Context: an optimization exercise on an open-source flow, tuned for small area, a short achievable clock period and few clock cycles per item. The choices shown serve that exercise and are no tape-out recipe. The RTL was checked by simulation tests, not by an equivalence proof against the original design. No activity file was given, so power comes from the tool's default toggle rates.

Design unsigned_nonrestoring, start of the top module:
module unsigned_nonrestoring #(
    parameter int WIDTH = 32
) (
    input logic go,
    input logic[WIDTH-1:0] divisor,
    input logic[WIDTH-1:0] dividend,
    input logic clk, rst,
    output logic done,
    output logic[WIDTH-1:0] quotient,
    output logic[WIDTH-1:0] remainder,
    output logic divide_by_zero
);
Size: ~1400 cells after synthesis, roughly 120 flip-flops, roughly 130 I/O pins, about 8800 sq um of cells after synthesis.
==> flow/config.mk <==
export PLATFORM = sky130hd
export DESIGN_NAME = unsigned_nonrestoring
export DESIGN_NICKNAME = unsigned_nonrestoring
export VERILOG_FILES = /design/flow/design.v
export SDC_FILE = /design/flow/constraint.sdc
export NUM_CORES = 4
export LEC_CHECK = 0
export ABC_AREA = 1
export CAP_MARGIN = 20
export CORE_MARGIN = 2
export CORE_UTILIZATION = 40
export CTS_BUF_LIST = sky130_fd_sc_hd__clkbuf_8
export SETUP_SLACK_MARGIN = 3.0
export SLEW_MARGIN = 20
==> flow/constraint.sdc <==
create_clock -name core_clock -period 6.0 [get_ports {clk}]
set_input_delay 1.2000 -clock core_clock [delete_from_list [all_inputs] [get_ports {clk}]]
set_output_delay 1.2000 -clock core_clock [all_outputs]
set_load 0.01 [all_outputs]
standard.sh (not shown) runs the stock make flow with config.mk's settings and CLKGATE_MAP_FILE= SYNTH_SCRIPT=/design/flow/synth_recipe.tcl, a recipe that flattens the netlist after the stock synthesis.
==> flow/flow/run.sh <==
#!/bin/bash
# The standard layout, with the port buffers made from the smallest plain buffer
# (buf_1) instead of the cell buffer_ports picks by itself.
set -euo pipefail
bash standard.sh 'BUFFER_PORTS_ARGS=-buffer_cell sky130_fd_sc_hd__buf_1' finish > make.log 2>&1
The baseline went through all stages and came out clean.
Testbench counts at the start, summed over its fixed seeds: cycles 32,890, divisions 3,200.
Edit:
--- a/flow/config.mk
+++ b/flow/config.mk
@@ -8 +7,0 @@
-export ABC_AREA = 1
@@ -12,0 +12 @@
+export PLACE_DENSITY = 0.75
Effect: Maximum frequency shrinks by roughly a tenth; utilization grows by 2.0 points; non-clock buffer count grows by 14; area after synthesis shrinks by a little under a tenth; clock power grows by a quarter to a third; final area shrinks by a few percent; worst hold slack is better by 0.039 ns; sequential share of layout area grows by 0.94 points.
Edit:
--- a/flow/config.mk
+++ b/flow/config.mk
@@ -7,0 +8 @@
+export ABC_AREA = 1
@@ -12,2 +13 @@
-export PLACE_DENSITY = 0.75
-export SETUP_SLACK_MARGIN = 3.0
+export SETUP_SLACK_MARGIN = 3.25
What happened: Worst hold slack is worse by 0.039 ns; worst setup slack is better by 0.48 ns; non-clock buffer count goes down by 12; final cell count goes up by about 30%; total power goes down by about 4.6%; clock power goes down by about 24%.
Edit:
--- a/flow/config.mk
+++ b/flow/config.mk
@@ -8 +7,0 @@
-export ABC_AREA = 1
@@ -13 +12 @@
-export SETUP_SLACK_MARGIN = 3.25
+export SETUP_SLACK_MARGIN = 3.0
After rerunning: The new run finished clean; via count drops by about a fifth; synthesized area is lower by a little under a tenth; clock power grows by a few percent; worst hold slack is better by 0.040 ns; global-route usage decreases by 1.0 points; worst setup slack is worse by 0.34 ns; power climbs by a few percent; register-to-register slack got worse by 0.34 ns; cell count falls by a quarter to a third.


unsigned_nonrestoring again, from the RTL that the note above started with.
Settings: LEC_CHECK=0, ABC_AREA=1, ABC_CLOCK_PERIOD_IN_PS=2000, CAP_MARGIN=20, CORE_MARGIN=2, CORE_UTILIZATION=40, CTS_BUF_LIST=sky130_fd_sc_hd__clkbuf_8, SETUP_SLACK_MARGIN=3.5, SLEW_MARGIN=20; clock period 6.0 ns.
Scripts as last shown in full above: flow/flow/run.sh
Testbench counts at the start, summed over its fixed seeds: cycles 32,890, divisions 3,200.
Change:
ABC_CLOCK_PERIOD_IN_PS = not set   (was 2000)
SETUP_SLACK_MARGIN = 3.75   (was 3.5)
Outcome:
- The new run completed without violations
- cell area came out higher by 10%
- synthesized area is unchanged
- routed wire length climbs by 5.6%
- combinational power grows by 18%
- hold slack hardly moves
- setup slack gets better by 0.021 ns
- count of clock-buffer cells in the layout does not change
- power goes up by 13%
- global-route usage goes up by 1.3 points
- core utilization rose by 4.9 points
Change:
ABC_AREA = not set   (was 1)
SETUP_SLACK_MARGIN = 3.25   (was 3.75)
Outcome:
- power falls by 9.5%
- die area decreases by 7.2%
- global-route usage came out lower by 2.7 points
Change:
ABC_AREA = 1   (was not set)
SETUP_SLACK_MARGIN = 3.5   (was 3.25)
The new run completed with no timing, DRC or antenna violations.
Wire length is higher by 16%.
Non-clock buffer count is lower by 12.
Final area is higher by 4.7%.
Total power is lower by 2.2%.
Worst setup slack is better by 0.41 ns.
Synthesized area is higher by 8.0%.
Flip-flop and latch count is unchanged.
Fmax is higher by 17%.
Die area is higher by 7.8%.
Cell count is higher by 32%.
Change:
CORE_UTILIZATION = 30   (was 40)
Outcome: The new run completed with no timing, DRC or antenna violations; clock skew barely changes; utilization decreases by 11 points; via count decreases by 0.48%; sequential share of layout area decreases by 0.20 points; synthesized area is unchanged; design area increases by 0.77%; global-route usage decreases by 5.0 points; routed wire length increases by 2.4%; die area increases by 32%; maximum frequency decreases by 1.8%.

## static timing again, ports no longer ideal
No port has a modelled driver above. Below, the same layouts with a new extraction and two added sets of constraints.
Step 1, drivers: a clkbuf_16 drives clk and a buf_2 each remaining input, both assumed.
Step 2 also shifts input and output timing later by t, the mid clock arrival at the registers, as if the neighbouring blocks saw the same clock.
Slacks: ideal / step 1 / step 2; pairs: ideal / step 1.
run	t (ns)	setup WS [ns]	worst setup path after step 2	worst data-port slew with drivers (ns)
the first run of note 1	0.484	3.261 / 3.261 / 3.250	input to register	0.06
the second run of note 1	0.487	2.970 / 2.970 / 2.806	input to register	0.04
the third run of note 1	0.483	3.448 / 3.448 / 3.244	input to register	0.06
the fourth run of note 1	0.492	3.106 / 3.106 / 2.859	input to register	0.04
the first run of note 2	0.494	3.642 / 3.642 / 3.167	input to register	0.07
the second run of note 2	0.493	3.663 / 3.619 / 3.346	input to register	0.07
the third run of note 2	0.488	3.232 / 3.232 / 2.933	input to register	0.04
the fourth run of note 2	0.494	3.642 / 3.642 / 3.167	input to register	0.07
the fifth run of note 2	0.492	3.599 / 3.599 / 3.170	input to register	0.06
After both steps setup and hold are still met in every run listed.
